From an optimization exercise on the open Yosys and OpenROAD flow, aimed at small area and a short achievable clock period; shortcuts taken in it are not production practice. Function was checked by simulation only, so behaviour that the tests miss may differ from the original.

==> indigo: inputs <==
## tmr_lif_neuron
module tmr_lif_neuron (
    input signed [15:0] V_in1, V_in2, V_in3,
    input signed [15:0] I_in1, I_in2, I_in3,
    input signed [15:0] dt_tau,
    input wire clk, rst,
    output wire signed [15:0] V_out,
    output wire spike
);
    wire [16:0] dx = {dt_tau, 1'b0};
    wire [7:0] one, two, neg;
    genvar g;
    generate for (g = 0; g < 8; g = g + 1) begin : enc
        assign one[g] = dx[2*g+1] ^ dx[2*g];
        assign two[g] = (dx[2*g+2] & ~dx[2*g+1] & ~dx[2*g]) | (~dx[2*g+2] & dx[2*g+1] & dx[2*g]);
        assign neg[g] = dx[2*g+2];
    end endgenerate
    reg [2:0] c;
    reg [7:0] x1;
    wire [7:0] x1_d;
    reg [15:0] v1;
    fixed_point_q8_8 l1 (.V_in(V_in1), .I_in(I_in1), .one(one), .two(two), .neg(neg), .X(x1_d));
    wire [15:0] u1;
    add_u au1 (.a(v1), .b({{8{x1[7]}}, x1}), .s(u1));
    wire signed [15:0] r1 = c[0] ? 16'h0000 : u1;
    reg [7:0] x2;
    wire [7:0] x2_d;
    reg [15:0] v2;
    fixed_point_q8_8 l2 (.V_in(V_in2), .I_in(I_in2), .one(one), .two(two), .neg(neg), .X(x2_d));
    wire [15:0] u2;
    add_u au2 (.a(v2), .b({{8{x2[7]}}, x2}), .s(u2));
    wire signed [15:0] r2 = c[1] ? 16'h0000 : u2;
    reg [7:0] x3;
    wire [7:0] x3_d;
    reg [15:0] v3;
    fixed_point_q8_8 l3 (.V_in(V_in3), .I_in(I_in3), .one(one), .two(two), .neg(neg), .X(x3_d));
    wire [15:0] u3;
    add_u au3 (.a(v3), .b({{8{x3[7]}}, x3}), .s(u3));
    wire signed [15:0] r3 = c[2] ? 16'h0000 : u3;
    lif_neuron_q8_8 vote (.a(u1), .b(u2), .c(u3), .ca(c[0]), .cb(c[1]), .cc(c[2]), .m(V_out));
    reg rs;
    assign spike = ~rs & ((c[0] & c[1]) | (c[1] & c[2]) | (c[0] & c[2]));
    always @(posedge clk or posedge rst) begin
        if (rst) begin
            c <= 3'b111;
            rs <= 1'b1;
        end else begin
            c <= {r3 >= 16'sh3200, r2 >= 16'sh3200, r1 >= 16'sh3200};
            rs <= 1'b0;
        end
    end
    always @(posedge clk) begin
        x1 <= x1_d;
        v1 <= V_in1;
        x2 <= x2_d;
  ...
clock: 13.0 ns
lec_check: 0
abc_area: 0
cap_margin: 20
core_margin: 2
core_utilization: 40
setup_slack_margin: 5
slew_margin: 20
synth_hierarchical: 1
run.sh (not shown) runs the stock make flow with config.mk's settings and CLKGATE_MAP_FILE= SYNTH_SCRIPT=/design/flow/synth_recipe.tcl, a recipe that flattens the netlist after the stock synthesis.
==> sierra (differences from indigo) <==
- CORE_UTILIZATION: 40 -> 65
==> results.yml <==
timing:
  tightestPinTransition_ns: 1.01
  finClkSkew_ns: 0.00447
grt:
  grt_util_met2: 0.351
die:
  die_x_um: 205
layout:
  drive_above_1_share: 0.118
  multi_input_area_share: 0.747
  seq_share: 0.0856
critical_path:
  startpoint_type: "input port"
  cp_max_fo: 9
  cpPeakStageDelay_ns: 0.48
place:
  gp_congestion: 0.887
  dpl.hpwl_um: 34800
outcome:
  outcome: "no timing/DRC/antenna violations"
[end of results for indigo]
==> results.yml <==
logic_synthesis:
  syn_area_per_cell_sq_um: 9.32
timing:
  tightestPinTransition_ns: 1.16
  finClkSkew_ns: 0.00853
outcome:
  outcome: "no timing/DRC/antenna violations"
critical_path:
  cp-startpoint: "v1[1]$_DFF_P_"
  startpoint_type: "flip-flop"
  critPathKind: "reg -> out"
  cpPeakStageDelay_ns: 0.55
  cp_max_fo: 16
die:
  die_x_um: 162
  taps: 324
cts:
  cts_buffer_depth: 2
layout:
  fin_nets: 2190
  multi_input_area_share: 0.753
grt:
  grt_util_met2: 0.559
routing:
  ant_nets: 0
place:
  gp_congestion: 0.892
[end of results for sierra]

---

==> nickel: inputs <==
Another version of the RTL of tmr_lif_neuron (not shown whole).
Settings: LEC_CHECK=0, ABC_AREA=0, CAP_MARGIN=20, CORE_MARGIN=2, CORE_UTILIZATION=40, SETUP_SLACK_MARGIN=5.0, SLEW_MARGIN=20, SYNTH_HIERARCHICAL=1; clock period 13.0 ns.
==> maple (differences from nickel) <==
--- a/flow/design.v
+++ b/flow/design.v
@@ -8,13 +8,10 @@
     assign co = a & b;
 endmodule
 module mj (input wire a, b, c, output wire y);
     assign y = (a & b) | (a & c) | (b & c);
 endmodule
-module bsel (input wire one, two, neg, a, b, output wire y);
-    assign y = ((one & a) | (two & b)) ^ neg;
-endmodule
 module c8net (
     input wire [7:0] g,
     input wire [7:0] p,
     output wire [7:0] c
 );
@@ -61,59 +58,47 @@
     wire p_6 = p[11] & p[10];
     wire g_7 = g[13] | (p[13] & g[12]);
     wire p_7 = p[13] & p[12];
     wire g_8 = g[15] | (p[15] & g[14]);
     wire p_8 = p[15] & p[14];
-    wire g_9 = g[2] | (p[2] & g_1);
-    wire p_9 = p[2] & p_1;
-    wire g_10 = g_2 | (p_2 & g_1);
-    wire p_10 = p_2 & p_1;
-    wire g_11 = g[6] | (p[6] & g_3);
-    wire p_11 = p[6] & p_3;
-    wire g_12 = g_4 | (p_4 & g_3);
-    wire p_12 = p_4 & p_3;
-    wire g_13 = g[10] | (p[10] & g_5);
-    wire p_13 = p[10] & p_5;
-    wire g_14 = g_6 | (p_6 & g_5);
-    wire p_14 = p_6 & p_5;
-    wire g_15 = g[14] | (p[14] & g_7);
-    wire p_15 = p[14] & p_7;
-    wire g_16 = g_8 | (p_8 & g_7);
-    wire p_16 = p_8 & p_7;
-    wire g_17 = g[4] | (p[4] & g_10);
-    wire p_17 = p[4] & p_10;
-    wire g_18 = g_3 | (p_3 & g_10);
-    wire p_18 = p_3 & p_10;
-    wire g_19 = g_11 | (p_11 & g_10);
-    wire p_19 = p_11 & p_10;
-    wire g_20 = g_12 | (p_12 & g_10);
-    wire p_20 = p_12 & p_10;
-    wire g_21 = g[12] | (p[12] & g_14);
-    wire p_21 = p[12] & p_14;
-    wire g_22 = g_7 | (p_7 & g_14);
-    wire p_22 = p_7 & p_14;
-    wire g_23 = g_15 | (p_15 & g_14);
-    wire p_23 = p_15 & p_14;
-    wire g_24 = g_16 | (p_16 & g_14);
-    wire p_24 = p_16 & p_14;
-    wire g_25 = g[8] | (p[8] & g_20);
-    wire p_25 = p[8] & p_20;
-    wire g_26 = g_5 | (p_5 & g_20);
-    wire p_26 = p_5 & p_20;
-    wire g_27 = g_13 | (p_13 & g_20);
-    wire p_27 = p_13 & p_20;
-    wire g_28 = g_14 | (p_14 & g_20);
-    wire p_28 = p_14 & p_20;
-    wire g_29 = g_21 | (p_21 & g_20);
-    wire p_29 = p_21 & p_20;
-    wire g_30 = g_22 | (p_22 & g_20);
-    wire p_30 = p_22 & p_20;
-    wire g_31 = g_23 | (p_23 & g_20);
-    wire p_31 = p_23 & p_20;
-    wire g_32 = g_24 | (p_24 & g_20);
-    wire p_32 = p_24 & p_20;
-    assign c = {g_32, g_31, g_30, g_29, g_28, g_27, g_26, g_25, g_20, g_19, g_18, g_17, g_10, g_9, g_1, g[0]};
+    wire g_9 = g_2 | (p_2 & g_1);
+    wire p_9 = p_2 & p_1;
+    wire g_10 = g_4 | (p_4 & g_3);
+    wire p_10 = p_4 & p_3;
+    wire g_11 = g_6 | (p_6 & g_5);
+    wire p_11 = p_6 & p_5;
+    wire g_12 = g_8 | (p_8 & g_7);
+    wire p_12 = p_8 & p_7;
+    wire g_13 = g_10 | (p_10 & g_9);
+    wire p_13 = p_10 & p_9;
+    wire g_14 = g_12 | (p_12 & g_11);
+    wire p_14 = p_12 & p_11;
+    wire g_15 = g_14 | (p_14 & g_13);
+    wire p_15 = p_14 & p_13;
+    wire g_16 = g_11 | (p_11 & g_13);
+    wire p_16 = p_11 & p_13;
+    wire g_17 = g_3 | (p_3 & g_9);
+    wire p_17 = p_3 & p_9;
+    wire g_18 = g_5 | (p_5 & g_13);
+    wire p_18 = p_5 & p_13;
+    wire g_19 = g_7 | (p_7 & g_16);
+    wire p_19 = p_7 & p_16;
+    wire g_20 = g[2] | (p[2] & g_1);
+    wire p_20 = p[2] & p_1;
+    wire g_21 = g[4] | (p[4] & g_9);
+    wire p_21 = p[4] & p_9;
+    wire g_22 = g[6] | (p[6] & g_17);
+    wire p_22 = p[6] & p_17;
+    wire g_23 = g[8] | (p[8] & g_13);
+    wire p_23 = p[8] & p_13;
+    wire g_24 = g[10] | (p[10] & g_18);
+    wire p_24 = p[10] & p_18;
+    wire g_25 = g[12] | (p[12] & g_16);
+    wire p_25 = p[12] & p_16;
+    wire g_26 = g[14] | (p[14] & g_19);
+    wire p_26 = p[14] & p_19;
+    assign c = {g_15, g_26, g_19, g_25, g_16, g_24, g_18, g_23, g_13, g_22, g_17, g_21, g_9, g_20, g_1, g[0]};
 endmodule
 module add_s (
     input wire [15:0] a,
     input wire [15:0] b,
     output wire [15:0] s
@@ -255,28 +240,17 @@
     end endgenerate
     assign y = l[4][15];
 endmodule
 module lif_neuron_q8_8 (
     input  wire [15:0] a, b, c,
-    input  wire ca, cb, cc,
     output wire [15:0] m
 );
-    wire [15:0] ra = ca ? 16'h0000 : a;
-    wire [15:0] rb = cb ? 16'h0000 : b;
-    wire [15:0] rc = cc ? 16'h0000 : c;
-    wire uab, ubc, uac;
-    lt16 c0 (.a(a), .b(b), .y(uab));
-    lt16 c1 (.a(b), .b(c), .y(ubc));
-    lt16 c2 (.a(a), .b(c), .y(uac));
-    wire pa = ~a[15] & (|a), pb = ~b[15] & (|b), pc = ~c[15] & (|c);
-    wire ab = (ca & cb) ? 1'b0 : ca ? pb : cb ? a[15] : uab;
-    wire bc = (cb & cc) ? 1'b0 : cb ? pc : cc ? b[15] : ubc;
-    wire ac = (ca & cc) ? 1'b0 : ca ? pc : cc ? a[15] : uac;
-    wire sa = ab ^ ac;
-    wire sb = ~sa & ~(ab ^ bc);
-    wire sc = ~sa & (ab ^ bc);
-    assign m = ({16{sa}} & ra) | ({16{sb}} & rb) | ({16{sc}} & rc);
+    wire ab, bc, ac;
+    lt16 c0 (.a(a), .b(b), .y(ab));
+    lt16 c1 (.a(b), .b(c), .y(bc));
+    lt16 c2 (.a(a), .b(c), .y(ac));
+    assign m = (ab == ac) ? ((ab == bc) ? b : c) : a;
 endmodule
 `timescale 1ns / 1ps
 module fixed_point_q8_8 (
     input wire [15:0] V_in,
     input wire [15:0] I_in,
@@ -460,22 +434,16 @@
     fa ufs165 (.a(fs159), .b(fs161), .c(fc150), .s(fs165), .co(fc166));
     wire fs167, fc168;
     fa ufs167 (.a(fs163), .b(fc152), .c(fs165), .s(fs167), .co(fc168));
     wire hs169, hc170;
     ha uhs169 (.a(fc154), .b(fs167), .s(hs169), .co(hc170));
-    wire fs171;
-    fa ufs171 (.a(pp16), .b(pp30), .c(pp42), .s(fs171), .co());
-    wire fs173;
-    fa ufs173 (.a(pp52), .b(pp60), .c(pp66), .s(fs173), .co());
-    wire fs175;
-    fa ufs175 (.a(pp70), .b(pp72), .c(fc158), .s(fs175), .co());
-    wire fs177;
-    fa ufs177 (.a(fc160), .b(fc162), .c(fs171), .s(fs177), .co());
-    wire fs179;
-    fa ufs179 (.a(fs173), .b(fc164), .c(fs175), .s(fs179), .co());
-    wire fs181;
-    fa ufs181 (.a(fs177), .b(fc166), .c(fs179), .s(fs181), .co());
+    wire fs171 = pp16 ^ pp30 ^ pp42;
+    wire fs173 = pp52 ^ pp60 ^ pp66;
+    wire fs175 = pp70 ^ pp72 ^ fc158;
+    wire fs177 = fc160 ^ fc162 ^ fs171;
+    wire fs179 = fs173 ^ fc164 ^ fs175;
+    wire fs181 = fs177 ^ fc166 ^ fs179;
     wire hs183 = fc168 ^ fs181;
     wire [7:0] ra = {hc170, hc156, fs153, hc132, hc122, hc112, fc104, fs103};
     wire [7:0] rb = {hs183, hs169, hs155, hs143, hs131, hs121, hs111, c8};
     wire [7:0] x;
     add_p ap (.a(ra), .b(rb), .s(x));
@@ -517,26 +485,27 @@
     reg [15:0] v3;
     fixed_point_q8_8 l3 (.V_in(V_in3), .I_in(I_in3), .one(one), .two(two), .neg(neg), .X(x3_d));
     wire [15:0] u3;
     add_u au3 (.a(v3), .b({{8{x3[7]}}, x3}), .s(u3));
     wire signed [15:0] r3 = c[2] ? 16'h0000 : u3;
-    lif_neuron_q8_8 vote (.a(u1), .b(u2), .c(u3), .ca(c[0]), .cb(c[1]), .cc(c[2]), .m(V_out));
-    reg rs;
-    assign spike = ~rs & ((c[0] & c[1]) | (c[1] & c[2]) | (c[0] & c[2]));
+    lif_neuron_q8_8 vote (.a(r1), .b(r2), .c(r3), .m(V_out));
+    assign spike = (c[0] & c[1]) | (c[1] & c[2]) | (c[0] & c[2]);
     always @(posedge clk or posedge rst) begin
         if (rst) begin
-            c <= 3'b111;
-            rs <= 1'b1;
+            c <= 3'b000;
+            x1 <= 8'h0;
+            v1 <= 16'h0;
+            x2 <= 8'h0;
+            v2 <= 16'h0;
+            x3 <= 8'h0;
+            v3 <= 16'h0;
         end else begin
             c <= {r3 >= 16'sh3200, r2 >= 16'sh3200, r1 >= 16'sh3200};
-            rs <= 1'b0;
+            x1 <= x1_d;
+            v1 <= V_in1;
+            x2 <= x2_d;
+            v2 <= V_in2;
+            x3 <= x3_d;
+            v3 <= V_in3;
         end
     end
-    always @(posedge clk) begin
-        x1 <= x1_d;
-        v1 <= V_in1;
-        x2 <= x2_d;
-        v2 <= V_in2;
-        x3 <= x3_d;
-        v3 <= V_in3;
-    end
 endmodule
ABC_CLOCK_PERIOD_IN_PS = 100000   (was unset)
SETUP_SLACK_MARGIN = unset   (was 5.0)
==> notes <==
Of maple and nickel, maple has the higher die area (gap about 4%, measured against nickel).
In maple the global-route usage is higher than in nickel, by 0.49 points.
In nickel the final cell count is lower than in maple, by about 2.3%.
Against nickel, the register-to-register slack of maple is lower by 0.06 ns.
Against nickel, the sequential share of layout area of maple is higher by 1.8 points.
Against maple, the critical path depth of nickel is lower by 1.
In maple the setup slack is worse than in nickel, by 0.93 ns.
Against maple, the synthesized cell count of nickel is lower by 4.2%.
In maple the core utilization is lower than in nickel, by 1.8 points.

-- port drivers added, routing unchanged --
How much do the figures lean on ideal ports? The routed layouts below were timed once more, with nothing changed but the port constraints. Step 1 assumes that a clkbuf_16 drives the clock port and a buf_2 every other input. Step 2, shift: input delay + t, output delay - t, t = (earliest + latest rising clock arrival at the registers) / 2. This alone moves slack from input paths to output paths. Slacks: ideal / step 1 / step 2; pairs: ideal / step 1.
| run | t, ns | setup slack, ns | worst setup path at the end |
|---|---|---|---|
| indigo | 0.407 | 5.036 / 5.067 / 4.660 | input to register |
| sierra | 0.386 | 4.951 / 4.907 / 4.781 | input to register |
| nickel | 0.399 | 5.045 / 5.005 / 4.762 | input to register |
| maple | 0.395 | 4.117 / 4.070 / 4.140 | input to register |
After both steps setup and hold are still met in every run listed. The setup slack of indigo, which loses most, moves by +0.031 ns with the drivers and by -0.376 ns with both steps.
